Background: an optimization exercise with open tools, aiming at small area. Do not read the settings as production practice. In this exercise RTL edits were held to simulation tests only and were not proved equivalent to the original. The clock port is modelled as an ideal driver; clocking choices that lean on that would not hold on a real chip. Power and IR drop assume default switching activity.

<file path="flow/design.v">
`timescale 1ns / 1ps
module dual_axis_servo_uart_v5(
    input clk50mhz,
    input rst,
    input uart_rx,
    output reg servo_x,
    output reg servo_y1,
    output servo_y2
);
    reg [12:0] baud;
    reg [8:0]  sr;           
    reg        receiving;
    reg        axis_y;
    reg [7:0]  x_target, y_target;
    reg [7:0]  x_np, y_np;      
    wire [7:0] x_pos = x_np ^ 8'd245, y_pos = y_np ^ 8'd114;
    reg [14:0] sm;           
    reg [7:0]  r;            
    reg [11:0] q;            
    wire tick_b = baud[0] & ~baud[1] & baud[3] & ~baud[4] & ~baud[6] & ~baud[7] & baud[8] & ~baud[9] & ~baud[10] & baud[11] & ~baud[12];
    wire data_ready = ~receiving & baud[1];
    always @(posedge clk50mhz) begin
        if (rst)
            receiving <= 0;
        else if (!receiving)
            receiving <= ~uart_rx;
        else if (tick_b & sr[0])
            receiving <= 0;
    end
    always @(posedge clk50mhz) begin
        if (rst | ~receiving) begin
            baud <= 13'd3045;
            sr <= 9'h100;
        end else if (tick_b) begin
            baud <= 13'd871;
            sr <= {uart_rx, sr[8:1]};
        end else
            baud <= {baud[11:0], ~(baud[12] ^ baud[0])};
    end
    always @(posedge clk50mhz) begin
        if (rst) begin
            x_target <= 8'd192;
            y_target <= 8'd192;
            axis_y <= 0;
        end else if (data_ready) begin
            if (!axis_y) x_target <= sr[7:0];
            else y_target <= sr[7:0];
            axis_y <= ~axis_y;
        end
    end
    wire tick_s = sm[0] & sm[1] & sm[2] & sm[3] & sm[4] & sm[5] & sm[6] & sm[8] & sm[10] & sm[12] & sm[14];
    always @(posedge clk50mhz) begin
        if (rst | tick_s) sm <= 15'd15592;
        else sm <= {sm[13:0], ~(sm[14] ^ sm[13])};
    end
    wire [8:0] xlt, xgt, ylt, ygt;      
    wire [8:0] xc, yc;
    assign xlt[0] = 1'b0; assign xgt[0] = 1'b0;
    assign ylt[0] = 1'b0; assign ygt[0] = 1'b0;
    genvar i;
    generate for (i = 0; i < 8; i = i + 1) begin : g_cmp
        assign xlt[i+1] = (~x_pos[i] & x_target[i]) | (~(x_pos[i] ^ x_target[i]) & xlt[i]);
        assign xgt[i+1] = (x_pos[i] & ~x_target[i]) | (~(x_pos[i] ^ x_target[i]) & xgt[i]);
        assign ylt[i+1] = (~y_pos[i] & y_target[i]) | (~(y_pos[i] ^ y_target[i]) & ylt[i]);
        assign ygt[i+1] = (y_pos[i] & ~y_target[i]) | (~(y_pos[i] ^ y_target[i]) & ygt[i]);
    end endgenerate
    assign xc[0] = tick_s & (xlt[8] | xgt[8]);
    assign yc[0] = tick_s & (ylt[8] | ygt[8]);
    generate for (i = 0; i < 8; i = i + 1) begin : g_ud
        assign xc[i+1] = xc[i] & (x_pos[i] ^ xgt[8]);
        assign yc[i+1] = yc[i] & (y_pos[i] ^ ygt[8]);
    end endgenerate
    always @(posedge clk50mhz) begin
        if (rst) begin
            x_np <= 8'd192 ^ 8'd245;
            y_np <= 8'd192 ^ 8'd114;
        end else begin
            x_np <= x_np ^ xc[7:0];
            y_np <= y_np ^ yc[7:0];
        end
    end
    wire r_wrap = r[1] & r[2] & r[3] & r[4] & r[5] & r[6] & r[7];
    wire r_end = r[0] & r[1] & r[2] & ~r[3] & ~r[5] & ~r[6] & r[7];
    wire end_frame = q[11] & q[10] & q[9] & q[8] & q[7] & q[6] & q[3] & r_end;    
    wire lo = ~q[11] & ~q[10] & ~q[9];                                             
    wire [12:0] qc;
    assign qc[0] = r_wrap;
    generate for (i = 0; i < 12; i = i + 1) begin : g_q
        assign qc[i+1] = qc[i] & q[i];
    end endgenerate
    always @(posedge clk50mhz) begin
        if (rst | end_frame) begin
            r <= 8'd61;
            q <= 0;
        end else begin
            r <= (r_wrap & lo) ? 8'd74 : {r[6:0], ~(r[7] ^ r[5] ^ r[4] ^ r[3])};
            q <= q ^ qc[11:0];
        end
    end
    wire [8:0] xo, yo;
    assign xo[0] = 1'b0; assign yo[0] = 1'b0;
    generate for (i = 0; i < 8; i = i + 1) begin : g_pwm
        assign xo[i+1] = (~q[i] & x_pos[i]) | (~(q[i] ^ x_pos[i]) & xo[i]);
        assign yo[i+1] = (~q[i] & y_pos[i]) | (~(q[i] ^ y_pos[i]) & yo[i]);
    end endgenerate
    always @(posedge clk50mhz) begin
        if (rst) begin
            servo_x <= 0;
            servo_y1 <= 0;
        end else begin
            servo_x  <= lo & (~q[8] | xo[8]);
            servo_y1 <= lo & (~q[8] | yo[8]);
        end
    end
    assign servo_y2 = servo_y1;
endmodule
</file>
<file path="flow/flow/run.sh">
#!/bin/bash
# Own layout flow:
#  1. the standard synthesis (standard.sh synth), unchanged;
#  2. the combinational logic between its registers is re-mapped by ABC with
#     a few area-oriented scripts, run side by side; the smallest netlist that
#     passes yosys's mapped-design check is kept (the registers, their names
#     and their cell types are left as the standard synthesis made them);
#  3. the standard layout steps from that netlist, with CTS told not to
#     add dummy loads and to use clkbuf_4, after which the clock buffers that
#     drive many sinks are upsized (flow/post_cts.tcl); port buffers are buf_1.
# Each tool writes its full output to a log file of its own in this folder.
set -euo pipefail
R=orfs/results/${FLOW_PLATFORM}/dual_axis_servo_uart_v5/base
LIB=${FLOW_HOME}/platforms/${FLOW_PLATFORM}/lib/sky130_fd_sc_hd__tt_025C_1v80.lib
HERE=$(pwd)

bash standard.sh synth > std_synth.log 2>&1
cp ${R}/1_2_yosys.v std_1_2_yosys.v

i=0
while IFS= read -r S; do
  [ -z "$S" ] && continue
  i=$((i+1))
  mkdir -p resyn${i}
  echo "$S" > resyn${i}/script.abc
  sed -e "s#@LIB@#${LIB}#g" -e "s#@IN@#${HERE}/std_1_2_yosys.v#" \
      -e "s#@OUT@#${HERE}/resyn${i}/out.v#" -e "s#@ABC@#${HERE}/resyn${i}/script.abc#" \
      -e "s#@STAT@#${HERE}/resyn${i}/stat.txt#" flow/resynth.ys > resyn${i}/resynth.ys
  (yosys -s resyn${i}/resynth.ys > resyn${i}.log 2>&1 || true) &
done < flow/abc_scripts.txt
wait

best=""; best_area=""
for d in resyn*/; do
  d=${d%/}
  [ -f ${d}/out.v ] && [ -f ${d}/stat.txt ] || continue
  a=$(grep 'Chip area' ${d}/stat.txt | awk '{print $NF}' || true)
  [ -n "$a" ] || continue
  if [ -z "$best" ] || awk -v a="$a" -v b="$best_area" 'BEGIN{exit !(a < b)}'; then
    best=$d; best_area=$a
  fi
done
echo "standard synthesis: $(grep 'Chip area' orfs/reports/${FLOW_PLATFORM}/dual_axis_servo_uart_v5/base/synth_stat.txt | awk '{print $NF}' || true)" > resyn_choice.log
for d in resyn*/; do echo "${d%/}: $(grep 'Chip area' ${d}stat.txt 2>/dev/null | awk '{print $NF}' || true)" >> resyn_choice.log; done
if [ -n "$best" ]; then
  echo "kept: $best ($best_area)" >> resyn_choice.log
  cp ${best}/out.v ${R}/1_2_yosys.v
  rm -f ${R}/1_synth.odb ${R}/1_synth.sdc
  bash standard.sh synth > odb.log 2>&1
else
  echo "kept: standard synthesis" >> resyn_choice.log
fi

bash standard.sh \
  "CTS_ARGS=-sink_clustering_enable -repair_clock_nets -dont_use_dummy_load -buf_list sky130_fd_sc_hd__clkbuf_4" \
  "POST_CTS_TCL=${HERE}/flow/post_cts.tcl" \
  "BUFFER_PORTS_ARGS=-buffer_cell sky130_fd_sc_hd__buf_1" \
  finish > layout.log 2>&1
</file>
<file path="flow/flow/abc_scripts.txt">
strash; &get -n; &deepsyn -T 60; &nf -R 1000; &put
strash; &get -n; &deepsyn -T 60 -S 3; &nf -R 1000; &put
strash; &get -n; &deepsyn -T 60; &put; dch -f; map -a; strash; dc2; dch -f; &get -n; &nf -R 1000; &put
strash; &get -n; &deepsyn -T 60 -S 7; &put; dch -f; amap
</file>
<file path="flow/flow/post_cts.tcl">
# Upsize the clock buffers that drive many sinks, so that every flip-flop
# clock pin keeps a fast slew; the others stay small.
set resized 0
foreach inst [get_cells *] {
  if { [get_property $inst ref_name] == "sky130_fd_sc_hd__clkbuf_4" } {
    set out [get_pins -of_objects $inst -filter "direction == output"]
    set net [get_nets -of_objects $out]
    set n [llength [get_pins -of_objects $net -filter "direction == input"]]
    if { $n >= 11 } {
      replace_cell $inst sky130_fd_sc_hd__buf_6
      incr resized
    }
  }
}
puts "post_cts: resized $resized clock buffers"
if { $resized > 0 } {
  detailed_placement
  check_placement -verbose
}
</file>
<file path="flow/flow/resynth.ys">
# Re-map the combinational logic of the standard synthesis's netlist.
# Liberty cells are read with their functions; the flip-flop cells are kept as
# black boxes, so the registers keep their instances, names and cell types.
read_liberty -ignore_miss_func @LIB@
blackbox sky130_fd_sc_hd__df* sky130_fd_sc_hd__edf* sky130_fd_sc_hd__sdf* sky130_fd_sc_hd__sedf* sky130_fd_sc_hd__dl*
read_verilog @IN@
hierarchy -top dual_axis_servo_uart_v5
flatten
opt -purge
abc -liberty @LIB@ -dont_use *probe* -dont_use *lpflow* -script @ABC@
opt_clean -purge
hilomap -singleton -hicell sky130_fd_sc_hd__conb_1 HI -locell sky130_fd_sc_hd__conb_1 LO
insbuf -buf sky130_fd_sc_hd__buf_1 A X
read_liberty -lib @LIB@
tee -o @STAT@ stat -liberty @LIB@
check -assert -mapped
write_verilog -noattr -nohex -nodec @OUT@
</file>
<file path="flow/standard.sh">
#!/bin/bash
# synth_recipe.tcl (not shown) runs the flow's synth.tcl, then flattens the netlist and writes it again
# the make line also repeats each setting of config.mk as NAME=value (left out here)
make -C /OpenROAD-flow-scripts/flow DESIGN_CONFIG=/design/flow/config.mk WORK_HOME=/design/flow/orfs CLKGATE_MAP_FILE= SYNTH_SCRIPT=/design/flow/synth_recipe.tcl "${@:-finish}"
</file>
<file path="flow/config.mk">
export PLATFORM = sky130hd
export DESIGN_NAME = dual_axis_servo_uart_v5
export DESIGN_NICKNAME = dual_axis_servo_uart_v5
export VERILOG_FILES = /design/flow/design.v
export SDC_FILE = /design/flow/constraint.sdc
export NUM_CORES = 4
export LEC_CHECK = 0
export CAP_MARGIN = 0
export CORE_MARGIN = 2
export CORE_UTILIZATION = 80
export GPL_TIMING_DRIVEN = 0
export PLACE_DENSITY = 0.85
export SLEW_MARGIN = 0
</file>
<file path="flow/constraint.sdc">
create_clock -name core_clock -period 20.0 [get_ports {clk50mhz}]
set_input_delay 4.0000 -clock core_clock [delete_from_list [all_inputs] [get_ports {clk50mhz}]]
set_output_delay 4.0000 -clock core_clock [all_outputs]
set_load 0.01 [all_outputs]
</file>
==> reports/results.ini <==
[worst_setup_path]
cp.arrival_ns=6.76
reg2reg_depth=11
ff2ff_setup_slack_ns=17.30
critPathMaxFanout=30
worstPathRequired_ns=20.35
reg2reg_to=y_np[6]$_SDFF_PP0_
critPathLaunchType=input port
crit_path_end_kind=flop
reg2reg_from=sm[10]$_SDFF_PP1_
critPathLaunch=rst
crit_type=in -> reg
endpoint=q[3]$_SDFF_PP0_

[global_routing]
antenna_found_initial=0
grt_use_met3=0.0523
grt_pass1_wl_microns=12800
grt_overflow_total=0
grt_pass1_vias=2807
use_met1=0.397
busiest_layer=met2
globalRouteTotalUtil=0.326
met2_usage=0.560
grt_max_degree=31

[sta]
slew_violations=0
fin_crit_sh=0.321
setup_viol=0
post-route-min-period_ns=6.42
tightest_slew_ns=1.36
grt_setup_unrepaired=no
tns_ns=0
fmax_mhz=156
fin_skew_ns=0.0690
hold_viol=0
slew_headroom=0.0913

[pwr]
power.leakage_nw=1.37
ir_worst_vdd_mv=0.0737
p_per_area_nw_per_um2=79.1

[synthesis]
syn_inst=367
netlist_area_sq_um=3460
syn_nets=370
ys.warnings.count=1
syn_area_per_cell_sq_um=9.42

[finish]
syn2layout_area_growth_pct=5.29
antenna_cells=0
final_nets=387
fin_cells=432
layout-drive-gt1-share=0.0288
num-fill-cells=208

[worst_hold_path]
hp-class=reg -> reg

[die]
die_h_microns=69.7
core_area_sq_um=4090
die_w_microns=69.7
dieArea_sq_um=4860
start_util=0.846
rows=23
pin_count=6

[cts]
clk_pin_slew_worst_paths_ns=0.10
clkSinkCount=93
clock_latency_ns=0.46
tritoncts=done

[routing]
wirelength_microns=7430
wl_per_cell_microns=17.2
dr.pass1.iters=6
num_vias=2919
drt_iter0_markers=269
ant_nets=0
vias_per_cell=6.76
drc_errors=0

[placement]
dp_hpwl_microns=4930
gp_congestion=0.800
dp.cells=423
port_buffers=5

[run_status]
status=finished clean

[flow_run]
cap_violations=0

==> per-stage QoR <==
stage / hold slack [ns] / instance area [sq um] / utilization / power (W) / setup slack [ns]
after floorplan: 0.386 / 3460 / - / 0.000203 / 14.93
after global placement: 0.391 / 3540 / 0.866 / 0.000207 / 12.93
final: 0.359 / 3640 / 0.890 / 0.000288 / 13.58
after global routing: 0.371 / 3640 / 0.890 / 0.000295 / 13.38
after detailed placement: 0.406 / 3550 / 0.869 / 0.000208 / 13.14
==> layer usage <==
metal / vias to the layer above / wire length, microns
met5: - / 0
met4: 0 / 185
met3: 20 / 438
met2: 117 / 3670
met1: 1383 / 3140
li1: 1399 / -
==> critical path, stage by stage <==
cell and delay [ns]:
buf_1 0.97, clkinv_1 0.93, o41ai_2 0.37, buf_4 0.30, o21bai_1 0.12, a21oi_1 0.05
==> sequential cells by signal (all words and copies together) (netlist names) <==
signal	count
servo_y1	1
x_target	8
axis_y	1
r	8
y_target	8
x_np	8
receiving	1
servo_x	1
q	12
y_np	8
baud	13
sm	15
sr	9
==> worst min-delay path by stage <==
stage	depth (start not counted)	to	start	slack (ns)
after floorplan	1	baud[6]$_SDFF_PP1_	baud[5]$_SDFF_PP1_	0.39
after global placement	1	baud[6]$_SDFF_PP1_	baud[5]$_SDFF_PP1_	0.39
after detailed placement	1	sm[10]$_SDFF_PP1_	sm[9]$_SDFF_PP0_	0.41
after global routing	1	sm[12]$_SDFF_PP1_	sm[11]$_SDFF_PP1_	0.37
final	1	sm[12]$_SDFF_PP1_	sm[11]$_SDFF_PP1_	0.36
==> layout by cell type, fill, tap and decap left out, types with 4 or more instances in the layout <==
cell and count:
buf_6 5, buf_1 6, o21ai_0 22, o21bai_1 4, clkbuf_4 4, o22ai_1 9, a21oi_1 38, nand2b_1 9
or2_0 7, nor2_1 31, nand4_1 6, or3_1 4, dfxtp_1 93, and3_1 20, a21o_1 5, nor3_1 15
and2_0 4, nand2_1 21, a22o_1 21, clkinv_1 14, a22oi_1 9
==> report_power, final <==
group | internal (W) | total (W) | switching, W
Sequential | 0.000190 | 0.000193 | 0.00000319
Clock | 0.0000284 | 0.0000837 | 0.0000554
Combinational | 0.00000436 | 0.0000109 | 0.00000659
==> area by class of cell <==
cell class | count | area, sq um | share of cell area
Multi-Input combinational cell | 259 | 1550 | 0.425
Inverter | 14 | 52.6 | 0.0144
Sequential cell | 93 | 1860 | 0.512
Buffer | 1 | 3.75 | 0.00103
Timing Repair Buffer | 6 | 26.3 | 0.00722
Clock buffer | 9 | 86.3 | 0.0237
Tap cell | 50 | 62.6 | 0.0172

port drivers added, routing unchanged:
In the flow no input, the clock included, has a driving cell. The finished layout below was timed again as built, in two steps.
Step 1: set_driving_cell puts a clkbuf_16 on clk50mhz and a buf_2 on each other input, an assumption about the parent block.
Step 2, shift: input delay + t, output delay - t, t = (earliest + latest rising clock arrival at the registers) / 2. This alone moves slack from input paths to output paths.
Three values: ideal, step 1, step 2; two values: the first two.
shift t [ns]: 0.458
slack for setup (ns): 13.585 / 13.573 / 13.115
worst hold slack (ns): 0.359 / 0.359 / 0.359
After both steps setup and hold are still met in this run. For this run, drivers alone change the setup slack by -0.012 ns; drivers and shift together by -0.470 ns.
